This is an optimization exercise on Yosys and OpenROAD, whose aim is small area, a short achievable clock period and few clock cycles, not a production implementation.
At most, simulation tests tie the RTL to the original design; equivalence was not proved.
Power is estimated from default activity; no workload was simulated.

==> module aoc_solver_top, before the edit <==
module aoc_solver_top (
    input         clear,
    input         clock,
    input  [31:0] reg_wdata,
    input         reg_write_strobe,
    input  [3:0]  reg_addr,
    output [31:0] reg_rdata
);
    reg       in_aw, in_dw, in_start;
    reg [9:0] in_a;
    always @(posedge clock) begin
        in_aw    <= ~clear & reg_write_strobe & (reg_addr == 4'd2);
        in_dw    <= ~clear & reg_write_strobe & (reg_addr == 4'd3);
        in_start <= ~clear & reg_write_strobe & (reg_addr == 4'd0) & reg_wdata[0];
        in_a     <= reg_wdata[9:0];
    end
    reg [4:0] off, ax, pr;
    reg       a_up, a_dn, b_up, b_dn;
    always @(posedge clock)
        if (clear) begin
            off  <= 5'd0;
            ax   <= 5'd0;
            pr   <= 5'd1;
            a_up <= 1'b1;
            a_dn <= 1'b0;
            b_up <= 1'b1;
            b_dn <= 1'b1;
        end else begin
            off  <= off + 5'd1;
            a_up <= off != 5'd30;
            a_dn <= off != 5'd31;
            b_up <= off != 5'd14;
            b_dn <= off != 5'd15;
            if (in_aw) begin
                ax <= in_a[4:0];
                pr <= in_a[9:5] + off + 5'd2;
            end else
                pr <= pr + 5'd1;
        end
    reg  [1023:0] ring;     
    wire [31:0]   outA, outB, rmA, rmB;
    wire          en;
    aoc_row_proc pa (.en(en),
        .up(ring[32*30 +: 32] & {32{a_up}}), .mid(ring[32*31 +: 32]),
        .dn(ring[0 +: 32] & {32{a_dn}}), .out(outA), .rm(rmA));
    aoc_row_proc pb (.en(en),
        .up(ring[32*14 +: 32] & {32{b_up}}), .mid(ring[32*15 +: 32]),
        .dn(ring[32*16 +: 32] & {32{b_dn}}), .out(outB), .rm(rmB));
    reg         pend_v, pend_d;
    always @(posedge clock) begin
        pend_v <= ~clear & in_dw & pr[0];
        pend_d <= in_a[0];
    end
    wire        wr_v    = (in_dw | pend_v) & ~pr[0];
    wire        wr_d    = in_dw ? in_a[0] : pend_d;
    wire [3:0]  wr_p    = pr[4:1];
    wire [31:0] col_sel = 32'd1 << ax;
    genvar p;
    generate
        for (p = 0; p < 32; p = p + 1) begin : g_row
            wire [31:0] prev;
            if (p == 0)       assign prev = outA;
            else if (p == 16) assign prev = outB;
            else              assign prev = ring[32*(p-1) +: 32];
            if (p % 2 == 0) begin : g_wr
                wire        rsel = wr_v & (wr_p == p / 2);
                wire [31:0] wsel = col_sel & {32{rsel}};
                always @(posedge clock)
                    ring[32*p +: 32] <= (prev & ~wsel) | ({32{wr_d}} & wsel);
            end else begin : g_nowr
                always @(posedge clock)
                    ring[32*p +: 32] <= prev;
            end
        end
    endgenerate
    wire [63:0] cin = {ring[32*30 +: 32], ring[32*14 +: 32]};
    wire [63:0] rmv = {rmA, rmB};
    reg  [2:0]  part [0:8];
    reg         part9;
    reg  [3:0]  ro;
    integer i;
    always @(posedge clock) begin
        for (i = 0; i < 9; i = i + 1)
            part[i] <= pop7(cin[7*i +: 7]);
        part9 <= cin[63];
        for (i = 0; i < 4; i = i + 1)
            ro[i] <= |rmv[16*i +: 16];
    end
    reg [4:0] q0, q1, q2;
    reg [6:0] psum;
    reg       rq2;
    always @(posedge clock) begin
        q0   <= (part[0] + part[1]) + part[2];
        q1   <= (part[3] + part[4]) + part[5];
        q2   <= (part[6] + part[7]) + (part[8] + part9);
        psum <= (q0 + q1) + q2;
        rq2  <= |ro;
    end
    reg        solving, fin, done, blk0, cp, bq;
    reg [1:0]  vs;            
    reg [3:0]  bc;
    reg [10:0] bs, b0;
    wire       go     = vs[1] & ~fin;
    wire       bq_now = (bc == 4'd0) ? rq2 : (bq | rq2);
    assign en = solving;
    always @(posedge clock)
        if (clear) begin
            solving <= 1'b0;
            fin     <= 1'b0;
            done    <= 1'b0;
            blk0    <= 1'b1;
            cp      <= 1'b0;
            bq      <= 1'b0;
            vs      <= 2'd0;
            bc      <= 4'd0;
            bs      <= 11'd0;
            b0      <= 11'd0;
        end else begin
            vs <= {vs[0], solving & ~fin};
            if (in_start & ~solving & ~fin & ~done)
                solving <= 1'b1;
            cp <= go & blk0 & (bc == 4'd15);
            if (go) begin
                bc <= bc + 4'd1;
                bq <= bq_now;
                bs <= ((bc == 4'd0) ? 11'd0 : bs) + psum;
                if (bc == 4'd15) begin
                    blk0 <= 1'b0;
                    if (~bq_now) begin
                        solving <= 1'b0;
                        fin     <= 1'b1;
                    end
                end
            end
            if (fin & ~done) begin
                done <= 1'b1;
                b0   <= cp ? 11'd0 : (b0 - bs);
            end else if (cp)
                b0 <= bs;
        end
    function [2:0] pop7(input [6:0] b);
        reg c1, s1, c2, s2, c3, s3;
        begin
            {c1, s1} = b[0] + b[1] + b[2];
            {c2, s2} = b[3] + b[4] + b[5];
            {c3, s3} = s1 + s2 + b[6];
            pop7 = {2'b00, s3} + ({1'b0, c1} + c2 + c3) * 2;
        end
    endfunction
    assign reg_rdata = (reg_addr == 4'd1) ? {5'd0, b0, 15'd0, done} : 32'd0;
endmodule
clock: 5.0 ns
lec_check: 0
abc_area: 1
cap_margin: 20
core_margin: 2
core_utilization: 40
cts_cluster_diameter: 80
cts_cluster_size: 24
setup_slack_margin: 2.5
slew_margin: 20
standard.sh (not shown) runs the stock make flow with config.mk's settings and CLKGATE_MAP_FILE= SYNTH_SCRIPT=/design/flow/synth_recipe.tcl, a recipe that flattens the netlist after the stock synthesis.
==> flow/flow/run.sh <==
#!/bin/bash
# The standard layout with two changes, both to the design's combinational
# logic in front of the ports, none to its registers:
#  - reg_rdata: flow/rdata_patch.py replaces the shared reg_addr decode that
#    synthesis puts in front of the status bits by a 2-gate cone per bit
#    (see the script);
#  - the port buffers are sky130_fd_sc_hd__buf_4, not the slow
#    clkdlybuf4s50_1 that buffer_ports picks by itself.
# Each step's output goes to a log file of its own in this folder.
set -euo pipefail
bash standard.sh synth > standard_synth.log 2>&1
python3 flow/rdata_patch.py orfs/results/sky130hd/aoc_solver_top/base/1_2_yosys.v > rdata_patch.log 2>&1
bash standard.sh 'BUFFER_PORTS_ARGS=-buffer_cell sky130_fd_sc_hd__buf_4' finish > standard_finish.log 2>&1
Other scripts of this flow, unchanged in this note and not shown: flow/flow/rdata_patch.py
The starting point passed the timing, design-rule and antenna checks.
Rerun with:
--- a/flow/design.v
+++ b/flow/design.v
@@ -50,21 +50,25 @@
     always @(posedge clock) begin
         pend_v <= ~clear & in_dw & pr[0];
         pend_d <= in_a[0];
     end
-    wire        wr_v    = (in_dw | pend_v) & ~pr[0];
     wire        wr_d    = in_dw ? in_a[0] : pend_d;
-    wire [3:0]  wr_p    = pr[4:1];
     wire [31:0] col_sel = 32'd1 << ax;
+    wire        dw_next = ~clear & reg_write_strobe & (reg_addr == 4'd3);
+    wire        pv_next = ~clear & in_dw & pr[0];
+    wire [4:0]  pr_next = clear ? 5'd1 : in_aw ? (in_a[9:5] + off + 5'd2) : (pr + 5'd1);
+    reg  [15:0] rs;
+    always @(posedge clock)
+        rs <= ((dw_next | pv_next) & ~pr_next[0]) ? (16'd1 << pr_next[4:1]) : 16'd0;
     genvar p;
     generate
         for (p = 0; p < 32; p = p + 1) begin : g_row
             wire [31:0] prev;
             if (p == 0)       assign prev = outA;
             else if (p == 16) assign prev = outB;
             else              assign prev = ring[32*(p-1) +: 32];
             if (p % 2 == 0) begin : g_wr
-                wire        rsel = wr_v & (wr_p == p / 2);
+                wire        rsel = rs[p / 2];
                 wire [31:0] wsel = col_sel & {32{rsel}};
                 always @(posedge clock)
                     ring[32*p +: 32] <= (prev & ~wsel) | ({32{wr_d}} & wsel);
             end else begin : g_nowr
Hold slack got worse by 0.013 ns; first-iteration DRC count came out higher by 6.1%; design area is higher by 1.1%; routed wire length rose by 0.56%; final cell count went up by 5.3%; sequential cell count rises by 15; global-route usage hardly moves; critical path depth drops by 1; area after synthesis rises by 1.7%.
Testbench counts after the change, summed over its fixed seeds: cycles 148,160.
Only the layout flow was run in the first run of this note; the RTL was not checked for function there.

* * *

## old
The RTL this note starts from:
==> flow/design.v <==
module aoc_solver_top (
    input         clear,
    input         clock,
    input  [31:0] reg_wdata,
    input         reg_write_strobe,
    input  [3:0]  reg_addr,
    output [31:0] reg_rdata
);
    reg       in_aw, in_dw, in_start;
    reg [9:0] in_a;
    always @(posedge clock) begin
        in_aw    <= ~clear & reg_write_strobe & (reg_addr == 4'd2);
        in_dw    <= ~clear & reg_write_strobe & (reg_addr == 4'd3);
        in_start <= ~clear & reg_write_strobe & (reg_addr == 4'd0) & reg_wdata[0];
        in_a     <= reg_wdata[9:0];
    end
    reg [4:0] off, ax, pr;
    reg       a_up, a_dn, b_up, b_dn;
    always @(posedge clock)
        if (clear) begin
            off  <= 5'd0;
            ax   <= 5'd0;
            pr   <= 5'd1;
            a_up <= 1'b1;
            a_dn <= 1'b0;
            b_up <= 1'b1;
            b_dn <= 1'b1;
        end else begin
            off  <= off + 5'd1;
            a_up <= off != 5'd30;
            a_dn <= off != 5'd31;
            b_up <= off != 5'd14;
            b_dn <= off != 5'd15;
            if (in_aw) begin
                ax <= in_a[4:0];
                pr <= in_a[9:5] + off + 5'd2;
            end else
                pr <= pr + 5'd1;
        end
    reg  [1023:0] ring;     
    wire [31:0]   outA, outB, rmA, rmB;
    wire          en;
    aoc_row_proc pa (.en(en),
        .up(ring[32*30 +: 32] & {32{a_up}}), .mid(ring[32*31 +: 32]),
        .dn(ring[0 +: 32] & {32{a_dn}}), .out(outA), .rm(rmA));
    aoc_row_proc pb (.en(en),
        .up(ring[32*14 +: 32] & {32{b_up}}), .mid(ring[32*15 +: 32]),
        .dn(ring[32*16 +: 32] & {32{b_dn}}), .out(outB), .rm(rmB));
    reg         pend_v, pend_d;
    always @(posedge clock) begin
        pend_v <= ~clear & in_dw & pr[0];
        pend_d <= in_a[0];
    end
    wire        wr_v    = (in_dw | pend_v) & ~pr[0];
    wire        wr_d    = in_dw ? in_a[0] : pend_d;
    wire [3:0]  wr_p    = pr[4:1];
    wire [31:0] col_sel = 32'd1 << ax;
    genvar p;
    generate
        for (p = 0; p < 32; p = p + 1) begin : g_row
            wire [31:0] prev;
            if (p == 0)       assign prev = outA;
            else if (p == 16) assign prev = outB;
            else              assign prev = ring[32*(p-1) +: 32];
            if (p % 2 == 0) begin : g_wr
                wire        rsel = wr_v & (wr_p == p / 2);
                wire [31:0] wsel = col_sel & {32{rsel}};
                always @(posedge clock)
                    ring[32*p +: 32] <= (prev & ~wsel) | ({32{wr_d}} & wsel);
            end else begin : g_nowr
                always @(posedge clock)
                    ring[32*p +: 32] <= prev;
            end
        end
    endgenerate
    wire [63:0] cin = {ring[32*30 +: 32], ring[32*14 +: 32]};
    wire [63:0] rmv = {rmA, rmB};
    reg  [2:0]  part [0:8];
    reg         part9;
    reg  [3:0]  ro;
    integer i;
    always @(posedge clock) begin
        for (i = 0; i < 9; i = i + 1)
            part[i] <= pop7(cin[7*i +: 7]);
        part9 <= cin[63];
        for (i = 0; i < 4; i = i + 1)
            ro[i] <= |rmv[16*i +: 16];
    end
    reg [5:0] q0, q1;
    reg [6:0] psum;
    reg       rq2;
    always @(posedge clock) begin
        q0   <= ((part[0] + part[1]) + (part[2] + part[3])) + part[4];
        q1   <= ((part[5] + part[6]) + (part[7] + part[8])) + part9;
        psum <= q0 + q1;
        rq2  <= |ro;
    end
    reg        solving, fin, done, blk0, cp, bq;
    reg [1:0]  vs;            
    reg [3:0]  bc;
    reg [10:0] bs, b0;
    wire       go     = vs[1] & ~fin;
    wire       bq_now = (bc == 4'd0) ? rq2 : (bq | rq2);
    assign en = solving;
    always @(posedge clock)
        if (clear) begin
            solving <= 1'b0;
            fin     <= 1'b0;
            done    <= 1'b0;
            blk0    <= 1'b1;
            cp      <= 1'b0;
            bq      <= 1'b0;
            vs      <= 2'd0;
            bc      <= 4'd0;
            bs      <= 11'd0;
            b0      <= 11'd0;
        end else begin
            vs <= {vs[0], solving & ~fin};
            if (in_start & ~solving & ~fin & ~done)
                solving <= 1'b1;
            cp <= go & blk0 & (bc == 4'd15);
            if (go) begin
                bc <= bc + 4'd1;
                bq <= bq_now;
                bs <= ((bc == 4'd0) ? 11'd0 : bs) + psum;
                if (bc == 4'd15) begin
                    blk0 <= 1'b0;
                    if (~bq_now) begin
                        solving <= 1'b0;
                        fin     <= 1'b1;
                    end
                end
            end
            if (fin & ~done) begin
                done <= 1'b1;
                b0   <= cp ? 11'd0 : (b0 - bs);
            end else if (cp)
                b0 <= bs;
        end
    function [2:0] pop7(input [6:0] b);
        reg c1, s1, c2, s2, c3, s3;
        begin
            {c1, s1} = b[0] + b[1] + b[2];
            {c2, s2} = b[3] + b[4] + b[5];
            {c3, s3} = s1 + s2 + b[6];
            pop7 = {2'b00, s3} + ({1'b0, c1} + c2 + c3) * 2;
        end
    endfunction
    assign reg_rdata = (reg_addr == 4'd1) ? {5'd0, b0, 15'd0, done} : 32'd0;
endmodule
module aoc_row_proc (
    input         en,
    input  [31:0] up,
    input  [31:0] mid,
    input  [31:0] dn,
    output [31:0] out,
    output [31:0] rm
);
    wire [33:0] u  = {1'b0, up, 1'b0};
    wire [33:0] m  = {1'b0, mid, 1'b0};
    wire [33:0] d  = {1'b0, dn, 1'b0};
    wire [33:0] cs = u ^ m ^ d;
    wire [33:0] cc = (u & m) | (u & d) | (m & d);
    wire [32:0] cca = cc[32:0] & cc[33:1];
    wire [32:0] cco = cc[32:0] | cc[33:1];
    wire [32:0] csa = cs[32:0] & cs[33:1];
    wire [32:0] cso = cs[32:0] | cs[33:1];
    genvar x;
    generate
        for (x = 0; x < 32; x = x + 1) begin : g_col
            wire c_maj = cca[x] | cca[x+1] | (cc[x] & cc[x+2]);
            wire c_all = cca[x] & cca[x+1];
            wire c_any = cco[x] | cco[x+1];
            wire s_all = csa[x] & csa[x+1];
            wire s_any = cso[x] | cso[x+1];
            wire ge5   = (c_maj & s_any) | c_all | (c_any & s_all);
            assign rm[x] = en & mid[x] & ~ge5;
        end
    endgenerate
    assign out = mid & ~rm;
endmodule
export LEC_CHECK = 0
export ABC_AREA = 1
export CAP_MARGIN = 20
export CORE_MARGIN = 2
export CORE_UTILIZATION = 40
export CTS_CLUSTER_DIAMETER = 80
export CTS_CLUSTER_SIZE = 24
export SETUP_SLACK_MARGIN = 2.2
export SLEW_MARGIN = 20
create_clock -name core_clock -period 5.0 [get_ports {clock}]
run.sh (not shown) runs the stock make flow with config.mk's settings and CLKGATE_MAP_FILE= SYNTH_SCRIPT=/design/flow/synth_recipe.tcl, a recipe that flattens the netlist after the stock synthesis.
Stock flow here: none of the scripts above is used.
Changes in new relative to old:
diff --git a/flow/design.v b/flow/design.v
--- a/flow/design.v
+++ b/flow/design.v
@@ -6,14 +6,10 @@
     input  [3:0]  reg_addr,
     output [31:0] reg_rdata
 );
-    reg       in_aw, in_dw, in_start;
-    reg [9:0] in_a;
-    always @(posedge clock) begin
-        in_aw    <= ~clear & reg_write_strobe & (reg_addr == 4'd2);
-        in_dw    <= ~clear & reg_write_strobe & (reg_addr == 4'd3);
-        in_start <= ~clear & reg_write_strobe & (reg_addr == 4'd0) & reg_wdata[0];
-        in_a     <= reg_wdata[9:0];
-    end
+    wire in_aw    = ~clear & reg_write_strobe & (reg_addr == 4'd2);
+    wire in_dw    = ~clear & reg_write_strobe & (reg_addr == 4'd3);
+    wire in_start = ~clear & reg_write_strobe & (reg_addr == 4'd0) & reg_wdata[0];
+    wire [9:0] in_a = reg_wdata[9:0];
     reg [4:0] off, ax, pr;
     reg       a_up, a_dn, b_up, b_dn;
     always @(posedge clock)
@@ -161,19 +157,13 @@
     wire [33:0] d  = {1'b0, dn, 1'b0};
     wire [33:0] cs = u ^ m ^ d;
     wire [33:0] cc = (u & m) | (u & d) | (m & d);
-    wire [32:0] cca = cc[32:0] & cc[33:1];
-    wire [32:0] cco = cc[32:0] | cc[33:1];
-    wire [32:0] csa = cs[32:0] & cs[33:1];
-    wire [32:0] cso = cs[32:0] | cs[33:1];
     genvar x;
     generate
         for (x = 0; x < 32; x = x + 1) begin : g_col
-            wire c_maj = cca[x] | cca[x+1] | (cc[x] & cc[x+2]);
-            wire c_all = cca[x] & cca[x+1];
-            wire c_any = cco[x] | cco[x+1];
-            wire s_all = csa[x] & csa[x+1];
-            wire s_any = cso[x] | cso[x+1];
-            wire ge5   = (c_maj & s_any) | c_all | (c_any & s_all);
+            wire c0 = cc[x], c1 = cc[x+1], c2 = cc[x+2];
+            wire s0 = cs[x], s1 = cs[x+1], s2 = cs[x+2];
+            wire ge5 = (((c0 & c1) | (c0 & c2) | (c1 & c2)) & (s0 | s1 | s2 | (c0 & c1 & c2)))
+                     | ((c0 | c1 | c2) & s0 & s1 & s2);
             assign rm[x] = en & mid[x] & ~ge5;
         end
     endgenerate
## What came out
new: done, clean on timing, DRC and antenna
new vs. old: fmax now sits higher, fraction of power consumed by combinational cells now sits higher, cell area after layout now sits higher.
Taking old as the reference, in new worst setup slack higher; number of cell rows higher.
Number of cells traversed by the worst register-to-register path: new lower than old
The lower non-clock buffer instance count of the final layout of new and old is in old.
new ended with less clock share of power than old.
Clock network contribution to total cell area ends up higher on old.
Normalized max-slew margin is lower on old
Arrival time at the worst endpoint: new lower than old
Function was not checked in any run of this note: the RTL went through the layout flow alone.

[separate check: timing with driven ports]
No port has a modelled driver above. Below, the same layouts with a new extraction and two added sets of constraints.
Step 1: set_driving_cell puts a clkbuf_16 on clock and a buf_2 on each other input, an assumption about the parent block.
Step 2 moves the port delays by t, midway between the first and last clock arrival at a register: inputs arrive t later, outputs are due t later. That takes back most of the time a late clock gives input paths.
Slacks: ideal ports / drivers / drivers and shift; pairs: ideal ports / drivers.
run | t (ns) | slack for setup (ns) | worst slew at a driven data input, ns
the first run of note 1 | 0.726 | 2.342 / 2.244 / 2.244 | 0.19
the second run of note 1 | 0.707 | 2.395 / 2.329 / 2.233 | 0.06
old | 0.718 | 2.135 / 2.135 / 2.135 | 0.05
new | 0.720 | 2.206 / 2.206 / 1.573 | 0.04
After both steps every run listed still meets setup and hold. The setup slack of new, which loses most, moves by 0.000 ns with the drivers and by -0.633 ns with both steps.
